This design comes from an exercise in tuning for small area, a short achievable clock period and few clock cycles on the open sky130 flow, not from production work. The RTL was checked by simulation tests, not by an equivalence proof against the original design. No activity file was given, so power comes from the tool's default toggle rates.

--- design/flow/config.mk ---
export PLATFORM = sky130hd
export DESIGN_NAME = cordic
export DESIGN_NICKNAME = cordic
export VERILOG_FILES = /design/flow/design.v
export SDC_FILE = /design/flow/constraint.sdc
export NUM_CORES = 4
export LEC_CHECK = 0
export CAP_MARGIN = 20
export CORE_MARGIN = 2
export CORE_UTILIZATION = 40
export CTS_BUF_LIST = sky130_fd_sc_hd__clkbuf_4 sky130_fd_sc_hd__clkbuf_8
export CTS_CLUSTER_DIAMETER = 100
export CTS_CLUSTER_SIZE = 30
export SLEW_MARGIN = 20
--- design/flow/constraint.sdc ---
create_clock -name core_clock -period 10.0 [get_ports {clk}]
set_input_delay 2.0000 -clock core_clock [delete_from_list [all_inputs] [get_ports {clk}]]
set_output_delay 2.0000 -clock core_clock [all_outputs]
set_load 0.01 [all_outputs]
--- design/flow/design.v ---
module cordic (
    input  wire        clk,
    input  wire        rst_n,
    input  wire        start,
    input  wire [15:0] x_in,
    input  wire [15:0] y_in,
    input  wire [15:0] z_in,
    output reg         done,
    output wire [15:0] x_out,
    output wire [15:0] y_out,
    output wire [15:0] z_out
);
    reg [15:0] x, y, z;
    reg        busy;
    reg [3:0]  ia, ib;
    wire [3:0] i_x = ia;
    wire [3:0] i_y = ~ib;
    wire [3:0] i_z = ia;
    function [15:0] add16;
        input [15:0] a, b;
        input ci;
        reg [15:0] p, g, pp, gg;
        begin
            p = a ^ b;
            g = a & b;
            gg = g; pp = p;
            gg[0] = g[0] | (p[0] & ci);
            gg[15] = gg[15] | (pp[15] & gg[14]); pp[15] = pp[15] & pp[14];
            gg[13] = gg[13] | (pp[13] & gg[12]); pp[13] = pp[13] & pp[12];
            gg[11] = gg[11] | (pp[11] & gg[10]); pp[11] = pp[11] & pp[10];
            gg[9] = gg[9] | (pp[9] & gg[8]); pp[9] = pp[9] & pp[8];
            gg[7] = gg[7] | (pp[7] & gg[6]); pp[7] = pp[7] & pp[6];
            gg[5] = gg[5] | (pp[5] & gg[4]); pp[5] = pp[5] & pp[4];
            gg[3] = gg[3] | (pp[3] & gg[2]); pp[3] = pp[3] & pp[2];
            gg[1] = gg[1] | (pp[1] & gg[0]); pp[1] = pp[1] & pp[0];
            gg[15] = gg[15] | (pp[15] & gg[13]); pp[15] = pp[15] & pp[13];
            gg[14] = gg[14] | (pp[14] & gg[13]); pp[14] = pp[14] & pp[13];
            gg[11] = gg[11] | (pp[11] & gg[9]); pp[11] = pp[11] & pp[9];
            gg[10] = gg[10] | (pp[10] & gg[9]); pp[10] = pp[10] & pp[9];
            gg[7] = gg[7] | (pp[7] & gg[5]); pp[7] = pp[7] & pp[5];
            gg[6] = gg[6] | (pp[6] & gg[5]); pp[6] = pp[6] & pp[5];
            gg[3] = gg[3] | (pp[3] & gg[1]); pp[3] = pp[3] & pp[1];
            gg[2] = gg[2] | (pp[2] & gg[1]); pp[2] = pp[2] & pp[1];
            gg[15] = gg[15] | (pp[15] & gg[11]); pp[15] = pp[15] & pp[11];
            gg[14] = gg[14] | (pp[14] & gg[11]); pp[14] = pp[14] & pp[11];
            gg[13] = gg[13] | (pp[13] & gg[11]); pp[13] = pp[13] & pp[11];
            gg[12] = gg[12] | (pp[12] & gg[11]); pp[12] = pp[12] & pp[11];
            gg[7] = gg[7] | (pp[7] & gg[3]); pp[7] = pp[7] & pp[3];
            gg[6] = gg[6] | (pp[6] & gg[3]); pp[6] = pp[6] & pp[3];
            gg[5] = gg[5] | (pp[5] & gg[3]); pp[5] = pp[5] & pp[3];
            gg[4] = gg[4] | (pp[4] & gg[3]); pp[4] = pp[4] & pp[3];
            gg[15] = gg[15] | (pp[15] & gg[7]); pp[15] = pp[15] & pp[7];
            gg[14] = gg[14] | (pp[14] & gg[7]); pp[14] = pp[14] & pp[7];
            gg[13] = gg[13] | (pp[13] & gg[7]); pp[13] = pp[13] & pp[7];
            gg[12] = gg[12] | (pp[12] & gg[7]); pp[12] = pp[12] & pp[7];
            gg[11] = gg[11] | (pp[11] & gg[7]); pp[11] = pp[11] & pp[7];
            gg[10] = gg[10] | (pp[10] & gg[7]); pp[10] = pp[10] & pp[7];
            gg[9] = gg[9] | (pp[9] & gg[7]); pp[9] = pp[9] & pp[7];
            gg[8] = gg[8] | (pp[8] & gg[7]); pp[8] = pp[8] & pp[7];
            add16 = p ^ {gg[14:0], ci};
        end
    endfunction
    function [15:0] zadd;
        input [3:0] i;
        input neg;
        begin
            case ({neg, i})
                {1'b0, 4'd0}: zadd = 16'he000;   
                {1'b1, 4'd0}: zadd = 16'h2000;   
                {1'b0, 4'd1}: zadd = 16'hed1c;   
                {1'b1, 4'd1}: zadd = 16'h12e4;   
                {1'b0, 4'd2}: zadd = 16'hf605;   
                {1'b1, 4'd2}: zadd = 16'h09fb;   
                {1'b0, 4'd3}: zadd = 16'hfaef;   
                {1'b1, 4'd3}: zadd = 16'h0511;   
                {1'b0, 4'd4}: zadd = 16'hfd75;   
                {1'b1, 4'd4}: zadd = 16'h028b;   
                {1'b0, 4'd5}: zadd = 16'hfeba;   
                {1'b1, 4'd5}: zadd = 16'h0146;   
                {1'b0, 4'd6}: zadd = 16'hff5d;   
                {1'b1, 4'd6}: zadd = 16'h00a3;   
                {1'b0, 4'd7}: zadd = 16'hffaf;   
                {1'b1, 4'd7}: zadd = 16'h0051;   
                {1'b0, 4'd8}: zadd = 16'hffd7;   
                {1'b1, 4'd8}: zadd = 16'h0029;   
                {1'b0, 4'd9}: zadd = 16'hffec;   
                {1'b1, 4'd9}: zadd = 16'h0014;   
                {1'b0, 4'd10}: zadd = 16'hfff6;   
                {1'b1, 4'd10}: zadd = 16'h000a;   
                {1'b0, 4'd11}: zadd = 16'hfffb;   
                {1'b1, 4'd11}: zadd = 16'h0005;   
                default: zadd = 16'h0000;
            endcase
        end
    endfunction
    function signed [15:0] shr;
        input signed [15:0] v;
        input [3:0] s;
        begin
            shr = v >>> s;
        end
    endfunction
    wire        neg = z[15];
    wire [15:0] xs  = shr(x, i_x);
    wire [15:0] ys  = shr(y, i_y);
    wire [15:0] xn  = add16(x, neg ? ys : ~ys, ~neg);
    wire [15:0] yn  = add16(y, neg ? ~xs : xs, neg);
    wire [15:0] zn  = add16(z, zadd(i_z, neg), 1'b0);
    always @(posedge clk) begin
        if (start) begin
            x <= x_in;
            y <= y_in;
            z <= z_in;
        end else begin
            x <= xn;
            y <= yn;
            z <= zn;
        end
    end
    always @(posedge clk) begin
        if (start) begin
            ia <= 4'd0;
            ib <= 4'd15;
        end else begin
            ia <= ia + 4'd1;
            ib <= ib - 4'd1;
        end
    end
    wire last = ia == 4'd11;
    always @(posedge clk or negedge rst_n) begin
        if (!rst_n) begin
            busy <= 1'b0;
            done <= 1'b0;
        end else begin
            done <= busy && last;
            if (start)     busy <= 1'b1;
            else if (last) busy <= 1'b0;
        end
    end
    assign x_out = x;
    assign y_out = y;
    assign z_out = z;
endmodule
--- design/flow/flow/run.sh ---
#!/bin/bash
# The standard layout with these changes:
# - synthesis is the standard script, with ABC's mapping script replaced by
#   flow/abc_map.script and without the step that maps adders to full- and
#   half-adder cells, so ABC maps the adders' logic itself (the registers are
#   mapped before ABC runs and are the standard synthesis's);
# - the port buffers are made from the smallest buffer cell;
# - timing repair aims at a setup slack of 6 ns.
set -euo pipefail
here=$(pwd)
{
  head -n 1 synth_recipe.tcl
  echo "proc abc {args} { set i [lsearch \$args -script]; lset args [expr {\$i + 1}] $here/flow/abc_map.script; yosys abc {*}\$args }"
  tail -n +2 synth_recipe.tcl
} > flow_synth.tcl
export BUFFER_PORTS_ARGS="-buffer_cell sky130_fd_sc_hd__buf_1"
bash standard.sh SYNTH_SCRIPT="$here/flow_synth.tcl" ADDER_MAP_FILE= SETUP_SLACK_MARGIN=6 finish > standard.log 2>&1
--- design/flow/flow/abc_map.script ---
strash
dch
map -a
topo
buffer -c
upsize -c
dnsize -c
--- design/flow/standard.sh ---
#!/bin/bash
# synth_recipe.tcl (not shown) runs the flow's synth.tcl, then flattens the netlist and writes it again
# the make line also repeats each setting of config.mk as NAME=value (left out here)
make -C /OpenROAD-flow-scripts/flow DESIGN_CONFIG=/design/flow/config.mk WORK_HOME=/design/flow/orfs CLKGATE_MAP_FILE= SYNTH_SCRIPT=/design/flow/synth_recipe.tcl "${@:-finish}"
==> notes.md, run 1 <==
Power and ir drop
Combinational logic burns 72.1% of the power. Of the total power, the clock network draws 9.9%. Sequential cells burn 18.0% of the power. The internal portion of the total power is 1.086 mW. The leakage power summed over all cells is 2.973 nW. The areal power density over the cells is 382.5 nW/um^2. The net switching power is 1.312 mW. VDD sags by at most 0.1662 mV.

The switching power as a share of total power is 54.72%.

Die
The row count is 43. The width of the die is 122.9 um. In this run the standard cell core region covers 13,830 sq um. 100 I/O pins were placed. The floorplan step defined a die boundary enclosing 15,120 sq um. The initial utilization of the core area, before any placement, comes to 40.93%.

From bottom edge to top edge, the die measures 122.9 um.

Clock network
The H-tree was split into 3 levels. TritonCTS built the clock tree. The number of setup buffers added after CTS is 0. The buffer levels on the longest clock path is 2. The clock net in this run drives a total of 58 sinks. CTS placed an instance of sky130_fd_sc_hd__clkbuf_8 at the clock tree root. The clock latency on the worst-skew pair is 0.38 ns.

The post-CTS clock slew at the launch and capture registers of the worst setup and hold paths is 0.07 ns. In this run, CTS created clock tree buffers numbering 9.

Setup path
The maximum fanout encountered on the critical timing path is 21. The cell seen most often among critical-path stages is sky130_fd_sc_hd__inv_2. The worst setup path is captured at a flip-flop. The critical path data arrival time is 3.86 ns. The critical path goes through inv_2, nor2_2, nor2_4, inv_2, o31ai_4, xor2_1, inv_1, nor2_1, a21oi_1, nor2_1, nor2_2, nand2_1, nand2_1, inv_2, a211oi_2, nor2_2, a21oi_2, inv_2, a31oi_1, xor2_1, o21ai_1. The worst setup path is of the reg -> reg kind.

STA classifies the critical path startpoint as a flip-flop. The critical-path cell with the highest stage delay is sky130_fd_sc_hd__dfxtp_1. At the worst endpoint, the required time is 10.24 ns. The stage delay of the slowest cell on the critical path is 0.82 ns.

Synth
For this run, the number of Yosys warnings is 1. By area the synthesized netlist is led by sky130_fd_sc_hd__dfxtp_1 (20%), sky130_fd_sc_hd__nand2_1 (15%), sky130_fd_sc_hd__nor2_1 (9.6%). Synthesis produced a netlist whose cell count is 958.

The number of enable-type register cells in the synthesized netlist is 0. The synthesized area divided by synthesized cell count is 5.907 sq um. The number of distinct library cell variants in the gate-level netlist after synthesis is 52.

In this run the biggest area consumer among cell types represents 19.81% of the synthesized area. The net count of the mapped netlist is 1,009. The share of synthesized area occupied by flip-flops and latches is 20.69%. The synthesized area is 5659 sq um. In this run, synthesis produced a sequential element count of 58.

The cell type with the highest aggregate area in the netlist is sky130_fd_sc_hd__dfxtp_1. The predominant post-synthesis flop cell is sky130_fd_sc_hd__dfxtp_1. After synthesis, the share of flip-flops with an asynchronous set or reset is 3.448%.

Timing
Headroom to the max-slew limit came out at 38.92%. On the final layout, the worst clock skew is 0.01756 ns. The final critical path takes up 36.15% of the cycle. The hold violation count in the final report came to 0. The minimum clock period is 3.615 ns.

The worst path meets setup with 6.385 ns of slack. Setup repair after global routing left no endpoint under its margin. Setup violations remaining at the end of the flow were counted as 0. For this run, the top clock speed supported by timing is 0.2766 GHz. Setup total negative slack on the finished layout was measured at 0 ns. The final number of max-transition violations is 0. The slew at the pin closest to its max-slew limit is 0.9150 ns.

Global route
The global-route usage over all layers is 20.68%. The initial antenna violation count was 0. The via count of the first global-routing pass was 5,205. The total overflow reported by the global router is 0. Entering global routing, the biggest net connects 71 pins. The first global-routing pass estimated 24,730 um of wire.

Drt
The pre-antenna-repair detailed-routing pass consisted of 5 iterations. For this block, the initial DRC count from the detailed router was 462. In this run the remaining antenna-violating nets after routing total 0. For this block, the via count after detailed routing is 5,893. After detailed routing, the number of vias per cell comes to 4.842.

The average wire per standard cell is 12.31 um. The total DRC errors in the routed layout is 0. The final layout contains routed wiring with a total length of 14,980 um.

Final layout
The signed area change from the synthesized netlist to the final layout is 10.77%. The final layout contains 1,083 nets. The layout cell share with drive strength beyond 1 is 10.03%. The sequential cells in the finished layout cover a total of 1172 sq um. Leaving out fill and tap cells, the most frequent cells in the layout are sky130_fd_sc_hd__nand2_1 (227), sky130_fd_sc_hd__nor2_1 (145), sky130_fd_sc_hd__inv_1 (106). After filler insertion, the fill cell instance count of the layout stands at 1,567.

The number of inserted diodes is 0. The area used by multi-input combinational logic is 3745 sq um. The commonest non-fill, non-tap cell in the layout is sky130_fd_sc_hd__nand2_1.

Job
The max-capacitance violation count is 0.

Placement
The HPWL after detailed placement is 11,610 um. The count of buffers added on input and output ports is 99. The final weighted congestion of routability-driven global placement is 0.8971.

The post-place setup slack is 6.389 ns.

Run status
The run finished with no timing, DRC or antenna violations.

Worst hold path
The path class of the tightest hold or removal check is reg -> reg.
## critical path, delay by kind of cell (launching register included)
| kind | cells | cell delay [ns] |
|---|---|---|
| compound gates | 6 | 0.87 |
| simple gates | 8 | 0.80 |
| buf+inv | 5 | 0.66 |
| flops | 1 | 0.82 |
| xor+xnor | 2 | 0.32 |
## power by group through the flow
stage | sequential [mW] | combinational (mW) | clock [mW]
2_1_floorplan | 0.449 | 1.37 | 0
3_5_place_dp | 0.439 | 1.72 | 0
4_1_cts | 0.434 | 1.73 | 0.246
6_report | 0.432 | 1.73 | 0.236
5_1_grt | 0.449 | 1.99 | 0.253
3_3_place_gp | 0.440 | 1.72 | 0
## per-layer routing
layer / part of all wire (%) / track usage, % / up-vias
met3: 4.8 / 4.059 / 12
met5: 0 / 0 / -
met2: 42 / 30.66 / 148
met4: 1.2 / 6.178 / 0
met1: 52 / 30.07 / 2524
li1: - / - / 3209
## timing repair
| action | 4_1_cts | 5_1_grt |
|---|---|---|
| endpoints found under the setup margin | 0 | 6 |
| resized for setup | 0 | 1 |
| hold buffers | 0 | 0 |
## Yosys cell counts, types with 3 or more instances
master / number
sky130_fd_sc_hd__o21ai_0: 42
sky130_fd_sc_hd__and2_1: 3
sky130_fd_sc_hd__o21ai_2: 9
sky130_fd_sc_hd__a221oi_1: 3
sky130_fd_sc_hd__nand3_1: 9
sky130_fd_sc_hd__o31ai_1: 3
sky130_fd_sc_hd__nor2_2: 15
sky130_fd_sc_hd__nor2_1: 145
sky130_fd_sc_hd__xor2_1: 56
sky130_fd_sc_hd__buf_4: 3
sky130_fd_sc_hd__dfxtp_1: 56
sky130_fd_sc_hd__clkinv_1: 4
sky130_fd_sc_hd__a22oi_1: 3
sky130_fd_sc_hd__inv_2: 28
sky130_fd_sc_hd__nand4_1: 4
sky130_fd_sc_hd__a21oi_2: 5
sky130_fd_sc_hd__a31oi_1: 12
sky130_fd_sc_hd__o21ai_1: 73
sky130_fd_sc_hd__nor2_4: 6
sky130_fd_sc_hd__buf_6: 6
sky130_fd_sc_hd__a22o_1: 4
sky130_fd_sc_hd__a21oi_1: 50
sky130_fd_sc_hd__buf_2: 13
sky130_fd_sc_hd__a221oi_2: 3
sky130_fd_sc_hd__inv_1: 106
sky130_fd_sc_hd__o211ai_1: 4
sky130_fd_sc_hd__nand2_2: 3
sky130_fd_sc_hd__nor3_1: 5
sky130_fd_sc_hd__o22ai_1: 6
sky130_fd_sc_hd__nand2_1: 227
sky130_fd_sc_hd__xnor2_1: 7
sky130_fd_sc_hd__clkbuf_1: 15
## flip-flops by register name (all words and copies together), names as in the netlist
signal,count
done,1
y,16
x,16
busy,1
ia,4
ib,4
z,16
## path summary, 6_finish.rpt
check / from / end / slack (ns) / depth (start not counted)
max: ia[2] / z[13] / 6.38 / 21
min: busy / busy / 0.51 / 2
max reg2reg: ia[2] / z[13] / 6.38 / 21
min reg2reg: busy / busy / 0.51 / 2
max in group asynchronous: rst_n / busy / 8.46 / 1
min in group asynchronous: rst_n / done / 1.40 / 1
## cell type report
cell class,count,area share (%)
Clock buffer,11,2.415
Inverter,139,8.363
Clock inverter,5,0.8383
Sequential cell,58,18.70
Multi-Input combinational cell,722,59.74
Timing Repair Buffer,102,6.347
Tap cell,180,3.593
## through the flow
step	std cells	instance area, sq um	util, %	power, mW	hold WS (ns)
after floorplan	958	5659	-	1.817	0.4555
after global placement	1201	6063	43.85	2.156	0.4819
after detailed placement	1201	6063	43.85	2.160	0.4867
after CTS	1217	6267	45.33	2.414	0.5121
after global routing	1217	6269	45.34	2.692	0.5380
final	1217	6269	45.34	2.398	0.5111
## cells by family after synthesis
logic type | count (synthesis) | share of synthesized area (%)
simple gates | 427 | 31.48
compound gates | 232 | 24.94
buf+inv | 178 | 13.13
xor+xnor | 63 | 9.750
flops | 58 | 20.69
Testbench counts, summed over its fixed seeds: cycles 12,488.
==> inputs of run 2 (changes only) <==
--- a/design/flow/flow/run.sh
+++ b/design/flow/flow/run.sh
@@ -5,7 +5,7 @@
 #   half-adder cells, so ABC maps the adders' logic itself (the registers are
 #   mapped before ABC runs and are the standard synthesis's);
 # - the port buffers are made from the smallest buffer cell;
-# - timing repair aims at a setup slack of 6 ns.
+# - timing repair aims at a setup slack of 6.5 ns.
 set -euo pipefail
 here=$(pwd)
 {
@@ -14,4 +14,4 @@
   tail -n +2 synth_recipe.tcl
 } > flow_synth.tcl
 export BUFFER_PORTS_ARGS="-buffer_cell sky130_fd_sc_hd__buf_1"
-bash standard.sh SYNTH_SCRIPT="$here/flow_synth.tcl" ADDER_MAP_FILE= SETUP_SLACK_MARGIN=6 finish > standard.log 2>&1
+bash standard.sh SYNTH_SCRIPT="$here/flow_synth.tcl" ADDER_MAP_FILE= SETUP_SLACK_MARGIN=6.5 finish > standard.log 2>&1
==> run 2 against run 1 <==
  * Still clean
  * Total power is 0.10% higher
  * Non-clock buffer count stayed put
  * Combinational power hardly changed
  * Synthesized area stayed put
  * Cell area is 0.54% higher
  * Synthesized cell count stayed put
  * First-iteration DRC count is 3.0% higher
  * Clock power hardly changed
  * Final cell count stayed put
  * Register-to-register slack better by 0.47 ns
  * Sequential share of layout area is 0.18 points higher
==> notes.md, run 2 <==
Drt
The via-per-instance ratio was 4.838 (about the same). The total DRC errors in the routed layout is 0 (unchanged). The average wire per standard cell is 12.32 um (+0.14%). The remaining antenna violation count after routing was 0 (unchanged). The detailed-route via count is 5,888 (-0.085%). The length of the first detailed-routing pass in iterations was 5 (unchanged). The post-detailed-routing wire length is 15,000 um (+0.14%). The iteration-0 DRC count of the detailed router is 476 (+3.0%).

Global route
The global routing stage identified its most utilized layer as met2. The via count of the first global-routing pass is 5,211 (+0.12%). The initial antenna violation count is 0 (unchanged). The met2 usage in global routing is 30.70% (+0.035 points).

The global-route usage over all layers is 20.69% (about the same). The global-route wire length before repair is 24,740 um (about the same). The global routing met3 resource utilization is 4.059% (unchanged). The global-route track usage on met1 is 30.07% (unchanged). The maximum number of pins on one net before global-route repair is 71 (unchanged). The total overflow reported by the global router came to 0 (unchanged).

Placement
The half-perimeter wire length after placement was 11,610 um (unchanged). The final weighted congestion of routability-driven global placement is 0.8971 (unchanged). The instance count after placement with tap cells included came to 1,201 (unchanged). The total of buffers placed on input and output ports is 99 (unchanged).

The area of placed instances is 6063 sq um (unchanged). The post-place setup slack came to 6.389 ns (unchanged).

Die
The number of top-level design ports is 100 (unchanged). The core area is 13,830 sq um (unchanged). The die footprint came to 15,120 sq um (unchanged).

The vertical extent of the die is 122.9 um (unchanged). The starting density of the core is 40.93% (unchanged). The row count came to 43 (unchanged). The width of the die is 122.9 um (unchanged).

Clock network
The root buffer cell chosen for the clock tree is sky130_fd_sc_hd__clkbuf_8. The number of levels in the clock H-tree is 3 (unchanged). The post-CTS clock slew at the launch and capture registers of the worst setup and hold paths is 0.07 ns (about the same). The number of clock buffers inserted by TritonCTS was 9 (unchanged). The clock net sink count is 58 (unchanged). TritonCTS built the clock tree. The buffer levels on the longest clock path is 2 (unchanged). The clock latency on the worst-skew pair is 0.39 ns (about the same).

Run status
The flow ran to the end and the layout has no timing, DRC or antenna violations.

Setup path
The stage delay of the slowest cell on the critical path is 0.37 ns (-0.45 ns). The required time at the worst-slack endpoint is 8.00 ns (-2.24 ns). The critical-path cell with the highest stage delay is sky130_fd_sc_hd__buf_4.

The critical path data arrival time came to 1.29 ns (-2.57 ns). The type of the worst setup path is reg -> out. The maximum fanout encountered on the critical timing path came to 28 (+33%).

The critical path goes through buf_4, buf_1. The category of the worst setup path capture point is an output port. STA classifies the critical path startpoint as a flip-flop.

Final layout
The layout cell share with drive strength beyond 1 is 10.70% (+0.68 points). The number of nets in the finished design was 1,083 (unchanged). In the final layout, the registers with the most flip-flops are x: 16 flops, y: 16 flops, z: 16 flops. The commonest non-fill, non-tap cell in the layout is sky130_fd_sc_hd__nand2_1. The layout filler cell count is 1,560 (-0.45%).

The area of all placed cells without fillers was 6302 sq um (+0.54%). The number of inserted diodes was 0 (unchanged). The final cell utilization of the core is 45.58% (+0.24 points). The top cell types in the final layout, fill and taps aside, are sky130_fd_sc_hd__nand2_1 (227), sky130_fd_sc_hd__nor2_1 (145), sky130_fd_sc_hd__inv_1 (106). The number of cells in the finished layout apart from fillers came to 1,217 (unchanged). The signed area change from the synthesized netlist to the final layout is 11.36%.

Synth
For this run, the leading register cell type out of synthesis is sky130_fd_sc_hd__dfxtp_1. The share of synthesized area occupied by flip-flops and latches is 20.69% (unchanged). The async set or reset register ratio after synthesis came to 3.448% (unchanged). The synthesized area divided by synthesized cell count is 5.907 sq um (unchanged). The synthesized design spends more area on one cell type than any other, namely sky130_fd_sc_hd__dfxtp_1. The total of warnings raised by yosys came to 1 (unchanged). The number of enable-type register cells in the synthesized netlist came to 0 (unchanged). The number of standard cells after synthesis is 958 (unchanged). The fraction of post-synthesis cell area in the top cell type by area is 19.81% (unchanged).

The number of register bits inferred by synthesis is 58 (unchanged). The synthesized area was 5659 sq um (unchanged). The net count of the mapped netlist is 1,009 (unchanged). The number of distinct library cell variants in the gate-level netlist after synthesis is 52 (unchanged). The commonest cells after synthesis are sky130_fd_sc_hd__nand2_1 (227), sky130_fd_sc_hd__nor2_1 (145), sky130_fd_sc_hd__inv_1 (106). After synthesis, the cell types taking the most area are sky130_fd_sc_hd__dfxtp_1 (20%), sky130_fd_sc_hd__nand2_1 (15%), sky130_fd_sc_hd__nor2_1 (9.6%). In the post-synthesis netlist, the cell with the most instances is sky130_fd_sc_hd__nand2_1.

Worst hold path
The path category of the worst min-delay check is reg -> reg.

Timing
Setup repair after global routing could not meet its margin everywhere. The final critical-path setup slack is 6.708 ns (+0.3228 ns). The share of the clock period used by the worst path is 32.92% (-3.2 points). The smallest hold slack is 0.5113 ns (+0.0001770 ns). The hold violation count in the final report was 0 (unchanged). The slew at the pin closest to its max-slew limit is 0.6798 ns (-0.2351 ns). The worst-case clock skew was 0.01839 ns (+0.0008250 ns). The final-layout setup total negative slack is 0 ns (unchanged). The final number of max-transition violations is 0 (unchanged). The minimum clock period is 3.292 ns (-0.3228 ns). The top achievable clock speed was 0.3037 GHz (+9.8%).

The worst slew margin relative to its limit came to 54.68% (+16 points). The setup-violating endpoint count in the final report is 0 (unchanged).

Power and ir drop
The total design power came to 2.400 mW (+0.10%). The leakage power summed over all cells was 2.976 nW (about the same). The areal power density over the cells came to 380.9 nW/um^2 (-0.44%).

The worst IR drop on VDD is 0.1656 mV (-0.39%).

Job
The max-capacitance violation count was 0 (unchanged).
## run 2: worst max-delay path, delay by kind of cell (launching register included)
| kind | cells | cell delay, ns |
|---|---|---|
| buffers and inverters | 2 | 0.60 |
| flip-flops | 1 | 0.31 |
## run 2: routing by layer
layer	share of wire, %	vias to the layer above	wire, um
met1	52	2505	7749
met5	0	-	0
met3	5.3	15	799
met4	1.3	0	197
met2	42	153	6253
li1	-	3215	-
## run 2: path summary, 6_finish.rpt
check,start,end,slack [ns],cells past startpoint
worst min-delay path,busy,busy,0.51,2
max in group asynchronous,rst_n,busy,8.47,1
worst min register to register,busy,busy,0.51,2
worst max-delay path,z[15],z_out[15],6.71,2
min in group asynchronous,rst_n,done,1.40,1
worst max register to register,ib[3],x[13],6.85,18
## run 2: timing repair
action                                  CTS  global route
gates resized for setup                   4            14
endpoints found under the setup margin   11            24
hold buffers                              0             0
buffers inserted                          0             0
## run 2: cell families (layout without fill, tap and decap cells)
family          Yosys count  count (layout)  synth area share (%)
simple gates            427             427                 31.48
flops                    58              58                 20.69
buf+inv                 178             257                 13.13
xor+xnor                 63              63                 9.750
compound gates          232             232                 24.94
## run 2: report_power, final
group | internal [mW] | total, mW | switching [mW]
clock | 0.127 | 0.236 | 0.109
sequential | 0.335 | 0.433 | 0.0978
combinational | 0.624 | 1.73 | 1.11
## run 2: final cells by class
type,instances,area (sq um),share of cell area (%)
multi-input combinational,722,3745,59.42
sequential,58,1190,18.88
inverter,139,533.0,8.457
timing repair buffer,102,405.4,6.432
tap,180,225.2,3.574
clock buffer,11,151.4,2.402
clock inverter,5,52.55,0.8338
==> inputs of run 3 (changes only) <==
--- a/design/flow/design.v
+++ b/design/flow/design.v
@@ -34,29 +34,23 @@
             gg[3] = gg[3] | (pp[3] & gg[2]); pp[3] = pp[3] & pp[2];
             gg[1] = gg[1] | (pp[1] & gg[0]); pp[1] = pp[1] & pp[0];
             gg[15] = gg[15] | (pp[15] & gg[13]); pp[15] = pp[15] & pp[13];
+            gg[11] = gg[11] | (pp[11] & gg[9]); pp[11] = pp[11] & pp[9];
+            gg[7] = gg[7] | (pp[7] & gg[5]); pp[7] = pp[7] & pp[5];
+            gg[3] = gg[3] | (pp[3] & gg[1]); pp[3] = pp[3] & pp[1];
+            gg[15] = gg[15] | (pp[15] & gg[11]); pp[15] = pp[15] & pp[11];
+            gg[7] = gg[7] | (pp[7] & gg[3]); pp[7] = pp[7] & pp[3];
+            gg[15] = gg[15] | (pp[15] & gg[7]); pp[15] = pp[15] & pp[7];
+            gg[11] = gg[11] | (pp[11] & gg[7]); pp[11] = pp[11] & pp[7];
+            gg[13] = gg[13] | (pp[13] & gg[11]); pp[13] = pp[13] & pp[11];
+            gg[9] = gg[9] | (pp[9] & gg[7]); pp[9] = pp[9] & pp[7];
+            gg[5] = gg[5] | (pp[5] & gg[3]); pp[5] = pp[5] & pp[3];
             gg[14] = gg[14] | (pp[14] & gg[13]); pp[14] = pp[14] & pp[13];
-            gg[11] = gg[11] | (pp[11] & gg[9]); pp[11] = pp[11] & pp[9];
+            gg[12] = gg[12] | (pp[12] & gg[11]); pp[12] = pp[12] & pp[11];
             gg[10] = gg[10] | (pp[10] & gg[9]); pp[10] = pp[10] & pp[9];
-            gg[7] = gg[7] | (pp[7] & gg[5]); pp[7] = pp[7] & pp[5];
+            gg[8] = gg[8] | (pp[8] & gg[7]); pp[8] = pp[8] & pp[7];
             gg[6] = gg[6] | (pp[6] & gg[5]); pp[6] = pp[6] & pp[5];
-            gg[3] = gg[3] | (pp[3] & gg[1]); pp[3] = pp[3] & pp[1];
+            gg[4] = gg[4] | (pp[4] & gg[3]); pp[4] = pp[4] & pp[3];
             gg[2] = gg[2] | (pp[2] & gg[1]); pp[2] = pp[2] & pp[1];
-            gg[15] = gg[15] | (pp[15] & gg[11]); pp[15] = pp[15] & pp[11];
-            gg[14] = gg[14] | (pp[14] & gg[11]); pp[14] = pp[14] & pp[11];
-            gg[13] = gg[13] | (pp[13] & gg[11]); pp[13] = pp[13] & pp[11];
-            gg[12] = gg[12] | (pp[12] & gg[11]); pp[12] = pp[12] & pp[11];
-            gg[7] = gg[7] | (pp[7] & gg[3]); pp[7] = pp[7] & pp[3];
-            gg[6] = gg[6] | (pp[6] & gg[3]); pp[6] = pp[6] & pp[3];
-            gg[5] = gg[5] | (pp[5] & gg[3]); pp[5] = pp[5] & pp[3];
-            gg[4] = gg[4] | (pp[4] & gg[3]); pp[4] = pp[4] & pp[3];
-            gg[15] = gg[15] | (pp[15] & gg[7]); pp[15] = pp[15] & pp[7];
-            gg[14] = gg[14] | (pp[14] & gg[7]); pp[14] = pp[14] & pp[7];
-            gg[13] = gg[13] | (pp[13] & gg[7]); pp[13] = pp[13] & pp[7];
-            gg[12] = gg[12] | (pp[12] & gg[7]); pp[12] = pp[12] & pp[7];
-            gg[11] = gg[11] | (pp[11] & gg[7]); pp[11] = pp[11] & pp[7];
-            gg[10] = gg[10] | (pp[10] & gg[7]); pp[10] = pp[10] & pp[7];
-            gg[9] = gg[9] | (pp[9] & gg[7]); pp[9] = pp[9] & pp[7];
-            gg[8] = gg[8] | (pp[8] & gg[7]); pp[8] = pp[8] & pp[7];
             add16 = p ^ {gg[14:0], ci};
         end
     endfunction
==> run 3 against run 2 <==
  * Still clean
  * Flip-flop and latch count did not move
  * Non-clock buffer count grew 63
  * Maximum frequency shrank 4.3%
  * Register-to-register slack got worse by 0.29 ns
  * Count of clock-buffer cells in the layout increased by 2
  * Sequential power is essentially flat
  * Synthesized cell count shrank 5.5%
  * Critical path type is now reg -> reg
  * Critical endpoint is now z[14]
  * Highest routed layer unchanged
==> notes.md, run 3 <==
Global route
The total overflow reported by the global router was 0 (unchanged). The global-route wire length before repair is 25,660 um (+3.7%). The via count of the first global-routing pass is 5,285 (+1.4%). The initial antenna violation count came to 0 (unchanged). The global-route usage over all layers is 22.54% (+1.9 points). The maximum number of pins on one net before global-route repair came to 86 (+21%).

Timing
The slew at the pin closest to its max-slew limit is 0.6313 ns (-0.04857 ns). The hold violation count in the final report is 0 (unchanged). The worst slew margin relative to its limit is 57.92% (+3.2 points). The final-layout setup total negative slack is 0 ns (unchanged). The smallest hold slack is 0.5109 ns (-0.0003990 ns). The share of the clock period used by the worst path is 34.40% (+1.5 points).

The final number of max-transition violations is 0 (unchanged). The minimum clock period is 3.440 ns (+0.1471 ns). The setup-violating endpoint count in the final report was 0 (unchanged). Setup repair after global routing could not meet its margin everywhere. The worst-case clock skew was 0.01221 ns (-0.006182 ns).

The top achievable clock speed is 0.2907 GHz (-4.3%).

Clock network
The number of levels in the clock H-tree is 3 (unchanged). The clock latency on the worst-skew pair is 0.37 ns (-0.02 ns). The CTS root buffer is sky130_fd_sc_hd__clkbuf_8.

The hold buffer count at CTS was 0 (unchanged). The buffer levels on the longest clock path was 2 (unchanged). The clock net sink count is 58 (unchanged). The post-CTS clock slew at the launch and capture registers of the worst setup and hold paths was 0.07 ns (about the same). TritonCTS built the clock tree. The number of clock buffers inserted by TritonCTS was 9 (unchanged).

Drt
The remaining antenna violation count after routing is 0 (unchanged). The total DRC errors in the routed layout was 0 (unchanged). The length of the first detailed-routing pass in iterations is 5 (unchanged). The via-per-instance ratio is 5.063 (+4.6%). The post-detailed-routing wire length came to 17,260 um (+15%). The detailed-route via count is 6,192 (+5.2%). The average wire per standard cell is 14.12 um (+15%). The iteration-0 DRC count of the detailed router is 371 (-22%).

Placement
The total of buffers placed on input and output ports is 99 (unchanged). The final weighted congestion of routability-driven global placement was 0.8895 (-0.85%). The area of placed instances came to 5707 sq um (-5.9%).

The half-perimeter wire length after placement is 11,570 um (-0.37%).

Setup path
STA classifies the critical path startpoint as a flip-flop. The critical path data arrival time was 3.68 ns (+2.39 ns). The maximum fanout encountered on the critical timing path was 8 (-71%). The category of the worst setup path capture point is a flip-flop. The critical path is of the reg -> reg type. The required time at the worst-slack endpoint came to 10.24 ns (+2.24 ns).

Power and ir drop
The internal power component is 1.190 mW (+9.5%). The total design power came to 2.478 mW (+3.2%). The clock share of power came to 9.7% (about the same). The sequential group share of total power is 17.5% (-0.5 points).

The net switching power is 1.288 mW (-2.0%). The switching power as a share of total power is 51.99% (-2.7 points). The worst IR drop on VDD is 0.1234 mV (-25%). The part of the total power dissipated in combinational logic is 72.8% (+0.7 points).

The areal power density over the cells is 363.2 nW/um^2 (-4.7%). The leakage power summed over all cells is 3.156 nW (+6.0%).

Synth
The predominant post-synthesis flop cell is sky130_fd_sc_hd__dfxtp_1. The async set or reset register ratio after synthesis was 3.448% (unchanged). The fraction of post-synthesis cell area in the top cell type by area came to 21.15% (+1.3 points). The number of distinct library cell variants in the gate-level netlist after synthesis is 49 (-5.8%). By count the netlist is led by sky130_fd_sc_hd__nand2_1 (219), sky130_fd_sc_hd__nor2_1 (148), sky130_fd_sc_hd__o21ai_0 (110).

The net count of the mapped netlist is 956 (-5.3%). The number of enable-type register cells in the synthesized netlist is 0 (unchanged). By area the synthesized netlist is led by sky130_fd_sc_hd__dfxtp_1 (21%), sky130_fd_sc_hd__nand2_1 (16%), sky130_fd_sc_hd__nor2_1 (10%). Yosys instantiated no cell more often than sky130_fd_sc_hd__nand2_1. The synthesized area divided by synthesized cell count is 5.858 sq um (-0.84%).

The cell type with the highest aggregate area in the netlist is sky130_fd_sc_hd__dfxtp_1. The number of register bits inferred by synthesis is 58 (unchanged). The total of warnings raised by yosys was 1 (unchanged). The synthesized area came to 5301 sq um (-6.3%). The share of synthesized area occupied by flip-flops and latches is 22.09% (+1.4 points). The number of standard cells after synthesis is 905 (-5.5%).

Final layout
Leaving out fill and tap cells, the most frequent cell in the layout is sky130_fd_sc_hd__nand2_1. The number of inserted diodes is 0 (unchanged). The layout cell share with drive strength beyond 1 is 17.67% (+7.0 points). The area of all placed cells without fillers came to 6823 sq um (+8.3%). The library cells used most frequently in the layout, excluding fill and tap cells, are sky130_fd_sc_hd__nand2_1 (217), sky130_fd_sc_hd__nor2_1 (123), sky130_fd_sc_hd__buf_1 (98). From synthesis to final layout, the design area changed by 28.70%. The largest registers in the layout are x: 16 flops, y: 16 flops, z: 16 flops. The final cell utilization of the core came to 52.14% (+6.6 points). The number of nets in the finished design is 1,094 (+1.0%). The layout filler cell count is 1,379 (-12%).

Job
The max-capacitance violation count is 0 (unchanged).

Die
The die footprint is 14,190 sq um (-6.1%). The row count was 42 (-2.3%). The starting density of the core is 40.51% (-0.41 points). The vertical extent of the die was 119.1 um (-3.1%).

The core area came to 13,090 sq um (-5.4%). The width of the die came to 119.1 um (-3.1%). The number of top-level design ports is 100 (unchanged).

Run status
The flow ran to the end and the layout has no timing, DRC or antenna violations.

Worst hold path
The path category of the worst min-delay check is reg -> reg.
[run 3: worst paths after layout]
check,from,endpoint,slack [ns],cells after the start
max,ia[0],z[14],6.56,25
min,busy,busy,0.51,2
max reg2reg,ia[0],z[14],6.56,25
min reg2reg,busy,busy,0.51,2
max in group asynchronous,rst_n,busy,8.47,1
min in group asynchronous,rst_n,done,1.41,1
[run 3: metrics by stage]
stage,std cells,setup slack (ns)
after floorplan,905,6.936
after global placement,1142,5.603
after detailed placement,1142,5.632
after CTS,1181,6.485
after global routing,1223,6.325
final,1223,6.560
[run 3: cell type report]
cell class,count,area [sq um],share of cell area [%]
inverter,111,452.9,6.639
clock inverter,2,35.03,0.5135
multi-input combinational,696,3777,55.36
sequential,58,1201,17.60
timing repair buffer,165,950.9,13.94
timing repair inverter,2,12.51,0.1834
tap,176,220.2,3.228
clock buffer,13,172.7,2.531
[run 3: power groups by stage]
stage               registers [mW]  clock network, mW  logic [mW]
global route                 0.447              0.256        2.00
CTS                          0.428              0.245        1.62
finish                       0.433              0.241        1.80
detailed placement           0.435                  0        1.52
global placement             0.437                  0        1.52
floorplan                    0.444                  0        1.17
[run 3: timing repair]
action,CTS,global route
setup endpoints to repair,38,17
setup buffers,22,40
cloned,2,2
resized for setup,44,107
pin swaps,7,37
[run 3: logic make-up (layout without fill, tap and decap cells)]
group / Yosys count / in the layout / synth area share, %
AND/OR/NAND/NOR: 408 / 408 / 30.92
AO/OA/AOI/OAI: 226 / 226 / 25.04
buffers and inverters: 151 / 293 / 11.68
XOR/XNOR: 61 / 61 / 10.08
flip-flops: 58 / 58 / 22.09
multiplexers: 1 / 1 / 0.1888
[run 3: critical path: stages, from the launching register on]
cell,delay [ns]
sky130_fd_sc_hd__dfxtp_4,0.45
sky130_fd_sc_hd__clkinvlp_4,0.18
sky130_fd_sc_hd__buf_4,0.18
sky130_fd_sc_hd__nor2_4,0.11
sky130_fd_sc_hd__nor2_1,0.06
sky130_fd_sc_hd__nand3_1,0.11
sky130_fd_sc_hd__o31ai_4,0.11
sky130_fd_sc_hd__xor2_1,0.21
sky130_fd_sc_hd__inv_1,0.07
sky130_fd_sc_hd__nor2_2,0.15
sky130_fd_sc_hd__a21oi_2,0.07
sky130_fd_sc_hd__nor2_4,0.13
sky130_fd_sc_hd__nor2_2,0.05
sky130_fd_sc_hd__nand2_1,0.07
sky130_fd_sc_hd__and3_4,0.18
sky130_fd_sc_hd__nor2_2,0.05
sky130_fd_sc_hd__a21oi_2,0.17
sky130_fd_sc_hd__inv_2,0.06
sky130_fd_sc_hd__o21ai_4,0.16
sky130_fd_sc_hd__inv_2,0.07
sky130_fd_sc_hd__nor3_2,0.17
sky130_fd_sc_hd__nor2_2,0.06
sky130_fd_sc_hd__inv_1,0.08
sky130_fd_sc_hd__nand3_2,0.08
sky130_fd_sc_hd__a21boi_2,0.18
sky130_fd_sc_hd__o31ai_1,0.09
[run 3: layer usage]
layer / vias up / track usage [%] / share of wire, %
li1: 3192 / - / -
met2: 180 / 37.43 / 47
met4: 0 / 6.845 / 1.5
met5: - / 0 / 0
met1: 2798 / 29.21 / 46
met3: 22 / 4.885 / 5.7
Testbench counts of run 3, summed over its fixed seeds: cycles 12,488.
==> inputs of run 4 (changes only) <==
--- a/design/flow/design.v
+++ b/design/flow/design.v
@@ -12,10 +12,8 @@
 );
     reg [15:0] x, y, z;
     reg        busy;
-    reg [3:0]  ia, ib;
-    wire [3:0] i_x = ia;
-    wire [3:0] i_y = ~ib;
-    wire [3:0] i_z = ia;
+    reg [3:0]  it;            
+    wire [3:0] i_x = it, i_y = it, i_z = it;
     function [15:0] add16;
         input [15:0] a, b;
         input ci;
@@ -34,23 +32,29 @@
             gg[3] = gg[3] | (pp[3] & gg[2]); pp[3] = pp[3] & pp[2];
             gg[1] = gg[1] | (pp[1] & gg[0]); pp[1] = pp[1] & pp[0];
             gg[15] = gg[15] | (pp[15] & gg[13]); pp[15] = pp[15] & pp[13];
+            gg[14] = gg[14] | (pp[14] & gg[13]); pp[14] = pp[14] & pp[13];
             gg[11] = gg[11] | (pp[11] & gg[9]); pp[11] = pp[11] & pp[9];
+            gg[10] = gg[10] | (pp[10] & gg[9]); pp[10] = pp[10] & pp[9];
             gg[7] = gg[7] | (pp[7] & gg[5]); pp[7] = pp[7] & pp[5];
+            gg[6] = gg[6] | (pp[6] & gg[5]); pp[6] = pp[6] & pp[5];
             gg[3] = gg[3] | (pp[3] & gg[1]); pp[3] = pp[3] & pp[1];
+            gg[2] = gg[2] | (pp[2] & gg[1]); pp[2] = pp[2] & pp[1];
             gg[15] = gg[15] | (pp[15] & gg[11]); pp[15] = pp[15] & pp[11];
+            gg[14] = gg[14] | (pp[14] & gg[11]); pp[14] = pp[14] & pp[11];
+            gg[13] = gg[13] | (pp[13] & gg[11]); pp[13] = pp[13] & pp[11];
+            gg[12] = gg[12] | (pp[12] & gg[11]); pp[12] = pp[12] & pp[11];
             gg[7] = gg[7] | (pp[7] & gg[3]); pp[7] = pp[7] & pp[3];
+            gg[6] = gg[6] | (pp[6] & gg[3]); pp[6] = pp[6] & pp[3];
+            gg[5] = gg[5] | (pp[5] & gg[3]); pp[5] = pp[5] & pp[3];
+            gg[4] = gg[4] | (pp[4] & gg[3]); pp[4] = pp[4] & pp[3];
             gg[15] = gg[15] | (pp[15] & gg[7]); pp[15] = pp[15] & pp[7];
+            gg[14] = gg[14] | (pp[14] & gg[7]); pp[14] = pp[14] & pp[7];
+            gg[13] = gg[13] | (pp[13] & gg[7]); pp[13] = pp[13] & pp[7];
+            gg[12] = gg[12] | (pp[12] & gg[7]); pp[12] = pp[12] & pp[7];
             gg[11] = gg[11] | (pp[11] & gg[7]); pp[11] = pp[11] & pp[7];
-            gg[13] = gg[13] | (pp[13] & gg[11]); pp[13] = pp[13] & pp[11];
+            gg[10] = gg[10] | (pp[10] & gg[7]); pp[10] = pp[10] & pp[7];
             gg[9] = gg[9] | (pp[9] & gg[7]); pp[9] = pp[9] & pp[7];
-            gg[5] = gg[5] | (pp[5] & gg[3]); pp[5] = pp[5] & pp[3];
-            gg[14] = gg[14] | (pp[14] & gg[13]); pp[14] = pp[14] & pp[13];
-            gg[12] = gg[12] | (pp[12] & gg[11]); pp[12] = pp[12] & pp[11];
-            gg[10] = gg[10] | (pp[10] & gg[9]); pp[10] = pp[10] & pp[9];
             gg[8] = gg[8] | (pp[8] & gg[7]); pp[8] = pp[8] & pp[7];
-            gg[6] = gg[6] | (pp[6] & gg[5]); pp[6] = pp[6] & pp[5];
-            gg[4] = gg[4] | (pp[4] & gg[3]); pp[4] = pp[4] & pp[3];
-            gg[2] = gg[2] | (pp[2] & gg[1]); pp[2] = pp[2] & pp[1];
             add16 = p ^ {gg[14:0], ci};
         end
     endfunction
@@ -112,15 +116,10 @@
         end
     end
     always @(posedge clk) begin
-        if (start) begin
-            ia <= 4'd0;
-            ib <= 4'd15;
-        end else begin
-            ia <= ia + 4'd1;
-            ib <= ib - 4'd1;
-        end
+        if (start) it <= 4'd0;
+        else       it <= it + 4'd1;
     end
-    wire last = ia == 4'd11;
+    wire last = it == 4'd11;
     always @(posedge clk or negedge rst_n) begin
         if (!rst_n) begin
             busy <= 1'b0;
==> run 4 against run 3 <==
  * Register-to-register slack better by 0.19 ns
  * Wire length is 13% lower
  * Maximum frequency is 5.8% higher
  * Via count is 5.9% lower
  * Highest routed layer unchanged
  * Setup slack better by 0.19 ns
  * Largest power group unchanged
==> notes.md, run 4 <==
Run status
The run finished with no timing, DRC or antenna violations.

Synth
The number of enable-type register cells in the synthesized netlist is 0 (unchanged). After synthesis, the largest family of logic cells by area is simple AND/OR/NAND/NOR gates. The synthesized area came to 5634 sq um (+6.3%).

In the synthesized netlist the dominant register cell turns out to be sky130_fd_sc_hd__dfxtp_1. The total of warnings raised by yosys was 1 (unchanged). The XOR/XNOR share of the synthesized area was 10.35% (+0.27 points).

The number of standard cells after synthesis is 933 (+3.1%). The cell with the most instances after synthesis is sky130_fd_sc_hd__nand2_1. Summed over all instances, the cell type with the most area after synthesis is sky130_fd_sc_hd__dfxtp_1. The share of the synthesized area in compound gates (AO/OA/AOI/OAI) is 25.34% (+0.30 points). The net count of the mapped netlist was 984 (+2.9%).

The area share of fa/ha/maj cells after synthesis was 0% (unchanged). The share of synthesized area occupied by flip-flops and latches was 19.36% (-2.7 points). The async set or reset register ratio after synthesis is 3.704% (+0.26 points). The post-synthesis share of cell area spent on and, or, nand and nor gates was 31.31% (+0.39 points).

The number of distinct library cell variants in the gate-level netlist after synthesis came to 58 (+18%). The number of register bits inferred by synthesis came to 54 (-6.9%). The fraction of post-synthesis cell area in the top cell type by area is 18.48% (-2.7 points). Sorting the synthesized cells by how often they occur yields sky130_fd_sc_hd__nand2_1 (220), sky130_fd_sc_hd__nor2_1 (130), sky130_fd_sc_hd__inv_1 (105). After synthesis, the cell types taking the most area are sky130_fd_sc_hd__dfxtp_1 (18%), sky130_fd_sc_hd__nand2_1 (15%), sky130_fd_sc_hd__nor2_1 (8.7%). The multiplexer fraction of the synthesized cell area is 0.2443% (+0.055 points).

The synthesized area divided by synthesized cell count is 6.039 sq um (+3.1%).

Clock network
The post-CTS clock slew at the launch and capture registers of the worst setup and hold paths was 0.11 ns (+0.04 ns). The buffer levels on the longest clock path is 2 (unchanged). The number of setup buffers added after CTS is 0 (-100%). The clock net sink count is 54 (-6.9%). The clock latency on the worst-skew pair is 0.34 ns (-0.03 ns). TritonCTS built the clock tree. The number of levels in the clock H-tree is 2 (-1).

The tree is rooted in a sky130_fd_sc_hd__clkbuf_8. The number of clock buffers inserted by TritonCTS was 5 (-4).

Setup path
The kind of cell with the highest combined delay along the critical path is compound AO/OA/AOI/OAI gates. The category of the worst setup path capture point is a flip-flop. The total number of cells along the worst setup path is 22 (-12%). Walking the worst path, the cells encountered are buf_6, clkinv_8, nor2_4, nor2_4, o21ai_1, o21ai_2, xor2_1, inv_1, nor2_1, a21oi_2, nor2_1, nor2_2, nand2_1, nand2_1, inv_2, a211oi_2, nor2_2, a21oi_4, inv_2, a21oi_1, xor2_1, o21ai_1. The critical path launch point type is a flip-flop.

The buffer and inverter count on the worst path came to 5 (-1). The worst setup path is of the reg -> reg kind. The maximum fanout encountered on the critical timing path was 36 (+28). The stage delay of the slowest cell on the critical path was 0.34 ns (-0.11 ns).

The cell count of the worst reg-to-reg path was 22 (-12%). The critical path data arrival time is 3.48 ns (-0.20 ns). The required time at the worst-slack endpoint is 10.23 ns (about the same). The critical-path cell with the highest stage delay is sky130_fd_sc_hd__dfxtp_1.

Placement
The half-perimeter wire length after placement is 11,510 um (-0.47%). The total of buffers placed on input and output ports is 99 (unchanged). The area of placed instances is 6036 sq um (+5.8%). The final weighted congestion of routability-driven global placement is 0.8610 (-3.2%). The instance count after placement with tap cells included is 1,178 (+3.2%).

Final layout
In the layout the commonest cells are sky130_fd_sc_hd__nand2_1 (220), sky130_fd_sc_hd__nor2_1 (130), sky130_fd_sc_hd__inv_1 (105). The signed area change from the synthesized netlist to the final layout is 9.749%. The number of nets in the finished design was 1,056 (-3.5%).

The final cell utilization of the core was 44.72% (-7.4 points). The number of inserted diodes is 0 (unchanged). The layout cell share with drive strength beyond 1 is 11.13% (-6.5 points). The area of all placed cells without fillers is 6183 sq um (-9.4%).

The library cell used most frequently in the layout, excluding fill and tap cells, is sky130_fd_sc_hd__nand2_1. The number of cells in the finished layout apart from fillers is 1,186 (-3.0%). The largest registers in the layout are x: 16 flops, y: 16 flops, z: 16 flops.

Power and ir drop
The leakage power summed over all cells was 2.825 nW (-10%). The worst IR drop on VDD came to 0.1364 mV (+10%). The areal power density over the cells is 381.0 nW/um^2 (+4.9%).

Timing
The slew at the pin closest to its max-slew limit is 0.6919 ns (+0.06062 ns). The minimum clock period is 3.251 ns (-0.1883 ns). The setup-violating endpoint count in the final report is 0 (unchanged). The worst slew margin relative to its limit came to 53.82% (-4.1 points). The share of the clock period used by the worst path is 32.51% (-1.9 points). The top achievable clock speed was 0.3076 GHz (+5.8%). The hold violation count in the final report was 0 (unchanged). The smallest hold slack is 0.4982 ns (-0.01273 ns). The final-layout setup total negative slack came to 0 ns (unchanged). Setup repair after global routing could not meet its margin everywhere. The final number of max-transition violations is 0 (unchanged).

The worst-case clock skew is 0.01440 ns (+0.002197 ns).

Drt
The total DRC errors in the routed layout came to 0 (unchanged). The via-per-instance ratio was 4.914 (-2.9%). The length of the first detailed-routing pass in iterations is 5 (unchanged). The average wire per standard cell is 12.66 um (-10%). The remaining antenna violation count after routing was 0 (unchanged). The detailed-route via count is 5,828 (-5.9%). The iteration-0 DRC count of the detailed router is 328 (-12%). The post-detailed-routing wire length is 15,010 um (-13%).

Die
The core area came to 13,830 sq um (+5.7%). The die footprint was 15,050 sq um (+6.1%). The row count was 43 (+2.4%). The width of the die was 122.7 um (+3.0%).

The vertical extent of the die came to 122.7 um (+3.0%). The number of top-level design ports is 100 (unchanged). The starting density of the core came to 40.75% (+0.23 points).

Worst hold path
In this run the worst hold path is classified as reg -> reg. The number of instances on the worst hold path came to 2 (unchanged).

Global route
The initial antenna violation count is 0 (unchanged). The global-route usage over all layers was 20.39% (-2.2 points). The global-route wire length before repair was 24,560 um (-4.3%). The total overflow reported by the global router is 0 (unchanged). The via count of the first global-routing pass is 5,124 (-3.0%). The maximum number of pins on one net before global-route repair is 87 (+1.2%).

Job
The max-capacitance violation count came to 0 (unchanged).
[run 4: cell types whose count changed after synthesis, sizes merged, moves of 5 or more]
cell	change
inv	+19
nor2	-8
o22ai	+8
nand2	+5
a21oi	-5
clkinv	+5
[run 4: path summary, 6_finish.rpt]
| path | startpoint | to | slack, ns |
|---|---|---|---|
| worst max-delay path | it[2] | z[11] | 6.75 |
| worst min-delay path | busy | busy | 0.50 |
| worst max register to register | it[2] | z[11] | 6.75 |
| worst min register to register | busy | busy | 0.50 |
| max in group asynchronous | rst_n | busy | 8.44 |
| min in group asynchronous | rst_n | done | 1.43 |
[run 4: area by class of cell]
class | count | area [sq um]
clock buffers | 5 | 68.82
fillers | 1540 | 7644
inverters | 135 | 526.8
multi-input cells | 704 | 3789
flip-flops and latches | 54 | 1092
well taps | 180 | 225.2
repair buffers | 105 | 441.7
clock inverters | 3 | 40.04
[run 4: worst register-to-register path, cell delays in order, from the launching register on]
cell and delay, ns:
sky130_fd_sc_hd__dfxtp_1 0.34, sky130_fd_sc_hd__buf_6 0.30, sky130_fd_sc_hd__clkinv_8 0.19, sky130_fd_sc_hd__nor2_4 0.16
sky130_fd_sc_hd__nor2_4 0.07, sky130_fd_sc_hd__o21ai_1 0.16, sky130_fd_sc_hd__o21ai_2 0.11, sky130_fd_sc_hd__xor2_1 0.16
sky130_fd_sc_hd__inv_1 0.06, sky130_fd_sc_hd__nor2_1 0.06, sky130_fd_sc_hd__a21oi_2 0.12, sky130_fd_sc_hd__nor2_1 0.08
sky130_fd_sc_hd__nor2_2 0.11, sky130_fd_sc_hd__nand2_1 0.06, sky130_fd_sc_hd__nand2_1 0.08, sky130_fd_sc_hd__inv_2 0.06
sky130_fd_sc_hd__a211oi_2 0.23, sky130_fd_sc_hd__nor2_2 0.09, sky130_fd_sc_hd__a21oi_4 0.19, sky130_fd_sc_hd__inv_2 0.10
sky130_fd_sc_hd__a21oi_1 0.17, sky130_fd_sc_hd__xor2_1 0.19, sky130_fd_sc_hd__o21ai_1 0.07
[run 4: timing repair]
| action | 4_1_cts | 5_1_grt |
|---|---|---|
| endpoints found under the setup margin | 0 | 28 |
| hold buffers | 0 | 0 |
| resized for setup | 0 | 14 |
[run 4: metrics by stage]
stage	total power [mW]	setup slack (ns)
after floorplan	1.845	7.250
after global placement	2.186	6.266
after detailed placement	2.201	6.201
after CTS	2.369	6.571
after global routing	2.635	6.482
final	2.356	6.749
[run 4: kinds of logic after synthesis]
| family | after synthesis |
|---|---|
| xor+xnor | 64 |
| flops | 54 |
| compound gates | 227 |
| mux | 1 |
| simple gates | 412 |
| buf+inv | 175 |
[run 4: power breakdown]
part | internal, mW | switching, mW
Sequential | 0.317 | 0.0892
Combinational | 0.648 | 1.14
Clock | 0.0740 | 0.0833
[run 4: routing by layer]
metal	GRT usage [%]	wire length, um	vias up	share of wire [%]
met5	0	0	-	0
met3	2.742	748	20	5.0
met1	27.99	7234	2532	48
li1	-	-	3126	-
met4	6.609	244	0	1.6
met2	32.87	6786	150	45
Testbench counts of run 4, summed over its fixed seeds: cycles 12,488.
==> inputs of run 5 (changes only) <==
==> design/flow/flow/abc_map.script (replaced) <==
strash
balance
rewrite
refactor
balance
rewrite
rewrite -z
balance
refactor -z
rewrite -z
balance
dch
map -a
topo
buffer -c
upsize -c
dnsize -c
==> run 5 against run 4 <==
  * Final cell count shrank 1.0%
  * Sequential power is essentially flat
  * Global-route usage grew 0.42 points
  * Die area shrank 5.0%
  * Register-to-register slack gained 0.02 ns
  * Count of clock-buffer cells in the layout is the same
  * Largest power group unchanged
  * Maximum frequency shrank 0.17%
==> notes.md, run 5 <==
Synth
In the post-synthesis netlist, the biggest area contributors are sky130_fd_sc_hd__dfxtp_1 (19%), sky130_fd_sc_hd__nand2_1 (15%), sky130_fd_sc_hd__nor2_1 (12%). In the synthesized netlist the dominant register cell turns out to be sky130_fd_sc_hd__dfxtp_1. The cell type with the highest aggregate area in the netlist is sky130_fd_sc_hd__dfxtp_1. The number of distinct library cell variants in the gate-level netlist after synthesis is 51 (-12%).

The synthesized area divided by synthesized cell count is 5.798 sq um (-4.0%). The total of warnings raised by yosys is 1 (unchanged). The async set or reset register ratio after synthesis came to 3.704% (unchanged). The number of register bits inferred by synthesis was 54 (unchanged). Counting instances in the post-synthesis netlist gives the leading cell types as sky130_fd_sc_hd__nand2_1 (210), sky130_fd_sc_hd__nor2_1 (170), sky130_fd_sc_hd__inv_1 (92).

The synthesized area is 5340 sq um (-5.2%). The number of enable-type register cells in the synthesized netlist was 0 (unchanged). Among all cell types in the netlist, the one instantiated most often is sky130_fd_sc_hd__nand2_1.

The number of standard cells after synthesis came to 921 (-1.3%). The net count of the mapped netlist was 972 (-1.2%). The share of synthesized area occupied by flip-flops and latches is 20.43% (+1.1 points). The fraction of post-synthesis cell area in the top cell type by area is 19.49% (+1.0 points).

Timing
The worst slew margin relative to its limit is 58.77% (+4.9 points). The top achievable clock speed is 0.3070 GHz (-0.17%). Setup repair after global routing left no endpoint under its margin.

The hold violation count in the final report was 0 (unchanged). The final number of max-transition violations is 0 (unchanged). The slew at the pin closest to its max-slew limit is 0.6176 ns (-0.07432 ns).

The setup-violating endpoint count in the final report is 0 (unchanged). The minimum clock period was 3.257 ns (+0.005630 ns). The worst-case clock skew was 0.01515 ns (+0.0007442 ns). The final-layout setup total negative slack is 0 ns (unchanged). The share of the clock period used by the worst path was 32.57% (+0.056 points).

Clock network
The clock latency on the worst-skew pair is 0.35 ns (about the same). The buffer levels on the longest clock path was 2 (unchanged). The clock net sink count was 54 (unchanged).

The number of clock buffers inserted by TritonCTS came to 5 (unchanged). The TritonCTS clock tree is built. The post-CTS clock slew at the launch and capture registers of the worst setup and hold paths is 0.12 ns (about the same).

The number of levels in the clock H-tree is 2 (unchanged). The hold buffer count at CTS came to 0 (unchanged). CTS placed an instance of sky130_fd_sc_hd__clkbuf_8 at the clock tree root.

Drt
The post-detailed-routing wire length came to 15,290 um (+1.8%). The detailed-route via count was 5,884 (+0.96%). The total DRC errors in the routed layout is 0 (unchanged). The average wire per standard cell is 13.02 um (+2.9%). The highest layer touched by signal routing is met4. The iteration-0 DRC count of the detailed router is 323 (-1.5%). The met2 layer wire length in the routed design was 7353 um (+8.4%). The via-per-instance ratio was 5.012 (+2.0%). The wire length on met1 was 6777 um (-6.3%). The length of the first detailed-routing pass in iterations is 5 (unchanged). The remaining antenna violation count after routing came to 0 (unchanged). The amount of wire on met3 after detailed routing came to 827 um (+11%).

Worst hold path
The end point of the worst hold path is busy. The number of instances on the worst hold path is 2 (unchanged). The path category of the worst min-delay check is reg -> reg. In this run the most critical hold path is launched from busy.

Die
The row count came to 42 (-2.3%). The number of top-level design ports is 100 (unchanged). The die footprint was 14,290 sq um (-5.0%).

The width of the die came to 119.5 um (-2.6%). The vertical extent of the die was 119.5 um (-2.6%). The core area came to 13,140 sq um (-5.0%). The starting density of the core is 40.65% (-0.10 points).

Setup path
The maximum fanout encountered on the critical timing path is 26 (-28%). The setup slack of the worst register-to-register path is 6.77 ns (+0.02 ns). In this run the critical register-to-register path is launched from it[0]. STA classifies the critical path startpoint as a flip-flop. The critical path data arrival time was 1.26 ns (-2.22 ns). The type of the worst setup path is reg -> out.

The endpoint identified for the worst register-to-register timing path is z[13]. The cell count of the worst reg-to-reg path was 20 (-9.1%). The required time at the worst-slack endpoint is 8.00 ns (-2.23 ns). The category of the worst setup path capture point is an output port.

Power and ir drop
The leakage power summed over all cells is 2.814 nW (-0.40%). The areal power density over the cells is 383.5 nW/um^2 (+0.67%). The worst IR drop on VDD came to 0.1503 mV (+10%).

Final layout
The number of cells in the finished layout apart from fillers was 1,174 (-1.0%). The signed area change from the synthesized netlist to the final layout is 13.52%. The layout filler cell count is 1,497 (-2.8%). The layout cell share with drive strength beyond 1 is 8.617% (-2.5 points). The number of nets in the finished design is 1,048 (-0.76%). In the layout the commonest cells are sky130_fd_sc_hd__nand2_1 (210), sky130_fd_sc_hd__nor2_1 (167), sky130_fd_sc_hd__buf_1 (98). Leaving out fill and tap cells, the most frequent cell in the layout is sky130_fd_sc_hd__nand2_1. The number of inserted diodes is 0 (unchanged). In the final layout, the registers with the most flip-flops are x: 16 flops, y: 16 flops, z: 16 flops.

Global route
The global-route wire length before repair is 24,520 um (-0.17%). The maximum number of pins on one net before global-route repair is 81 (-6.9%). The via count of the first global-routing pass is 5,337 (+4.2%). The global-route usage over all layers is 20.81% (+0.42 points). The total overflow reported by the global router was 0 (unchanged). The initial antenna violation count came to 0 (unchanged).

Job
The max-capacitance violation count is 0 (unchanged).

Run status
The flow ran to the end and the layout has no timing, DRC or antenna violations.

Placement
The instance count after placement with tap cells included is 1,158 (-1.7%). The final weighted congestion of routability-driven global placement came to 0.8967 (+4.1%). The half-perimeter wire length after placement is 11,100 um (-3.5%). The total of buffers placed on input and output ports is 99 (unchanged).
## run 5: cell count changes after synthesis, sizes merged, moves of 12 or more
| cell | previous run | this run |
|---|---|---|
| o22ai | 13 | 1 |
| a21oi | 48 | 60 |
| inv | 130 | 113 |
| nor2 | 148 | 177 |
| o21ai | 126 | 112 |
## run 5: area by class of cell
type | instances | area [sq um] | area share (%)
repair inverters | 1 | 7.507 | 0.1238
well taps | 176 | 220.2 | 3.633
inverters | 115 | 455.4 | 7.513
flip-flops and latches | 54 | 1106 | 18.25
clock buffers | 5 | 68.82 | 1.135
repair buffers | 109 | 503.0 | 8.297
multi-input cells | 711 | 3654 | 60.27
clock inverters | 3 | 47.55 | 0.7843
## run 5: metal layers
| metal | vias up | global-route usage (%) |
|---|---|---|
| li1 | 3108 | - |
| met1 | 2573 | 26.18 |
| met2 | 175 | 36.71 |
| met3 | 28 | 2.852 |
| met4 | 0 | 6.544 |
| met5 | - | 0 |
## run 5: logic make-up after synthesis
| kind of cell | count (synthesis) | share of synthesized area, % |
|---|---|---|
| compound gates | 218 | 24.56 |
| xor+xnor | 65 | 10.80 |
| fa+ha+maj | 1 | 0.1874 |
| buf+inv | 156 | 12.00 |
| flops | 54 | 20.43 |
| simple gates | 427 | 32.03 |
## run 5: report_power, final
part | total [mW] | internal [mW] | leakage [nW] | switching [mW]
Sequential | 0.409 | 0.318 | 0.463 | 0.0905
Combinational | 1.75 | 0.649 | 2.29 | 1.10
Clock | 0.163 | 0.0761 | 0.0587 | 0.0867
Total | 2.32 | 1.04 | 2.81 | 1.28
## run 5: what timing repair did
item                       in CTS  in global routing
pin swaps                       0                  3
gates cloned                    0                  3
gates resized for setup         9                 28
buffers inserted                0                  5
hold endpoints to repair        0                  0
setup endpoints to repair      33                 35
## run 5: worst max path at each step
stage,startpoint,to,cells after the start
6_report,z[15],z_out[15],2
3_5_place_dp,it[2],z[13],22
2_1_floorplan,start,x[2],5
5_1_grt,it[0],x[15],21
4_1_cts,start,z[15],5
3_3_place_gp,it[2],z[13],22
## run 5: metrics by stage
stage | area, sq um | util, % | power (mW) | hold WS (ns) | worst slack [ns]
6_report | 6062 | 46.14 | 2.325 | 0.5146 | 6.743
5_1_grt | 6062 | 46.14 | 2.621 | 0.5833 | 6.509
4_1_cts | 5884 | 44.79 | 2.319 | 0.5208 | 6.479
3_5_place_dp | 5748 | 43.75 | 2.146 | 0.4919 | 5.855
3_3_place_gp | 5748 | 43.75 | 2.140 | 0.4851 | 6.002
2_1_floorplan | 5340 | - | 1.804 | 0.4550 | 7.015
## run 5: critical path: stages (launching register included)
cell and delay [ns]:
sky130_fd_sc_hd__dfxtp_1 0.36, sky130_fd_sc_hd__buf_4 0.34, sky130_fd_sc_hd__buf_1 0.20

[separate check: timing with driven ports]
In the flow no input, the clock included, has a driving cell. The finished layouts below were timed again as built, in two steps.
Step 1, drivers: a clkbuf_16 drives clk and a buf_2 each remaining input, both assumed.
Step 2 moves the port delays by t, midway between the first and last clock arrival at a register: inputs arrive t later, outputs are due t later. That takes back most of the time a late clock gives input paths.
Slacks: ideal / step 1 / step 2; pairs: ideal / step 1.
run	shift t [ns]	slack for setup (ns)	clock arrival spread, ns	cell pins on the clock port's net
run 1	0.410	6.385 / 6.385 / 6.385	0.017 / 0.018	1
run 2	0.411	6.708 / 6.672 / 6.656	0.018 / 0.019	1
run 3	0.400	6.560 / 6.560 / 6.372	0.012 / 0.012	1
run 4	0.371	6.749 / 6.749 / 6.518	0.014 / 0.014	1
run 5	0.379	6.743 / 6.708 / 6.528	0.015 / 0.015	1
After both steps every run listed still meets setup and hold. The setup slack of run 4, which loses most, moves by 0.000 ns with the drivers and by -0.231 ns with both steps.
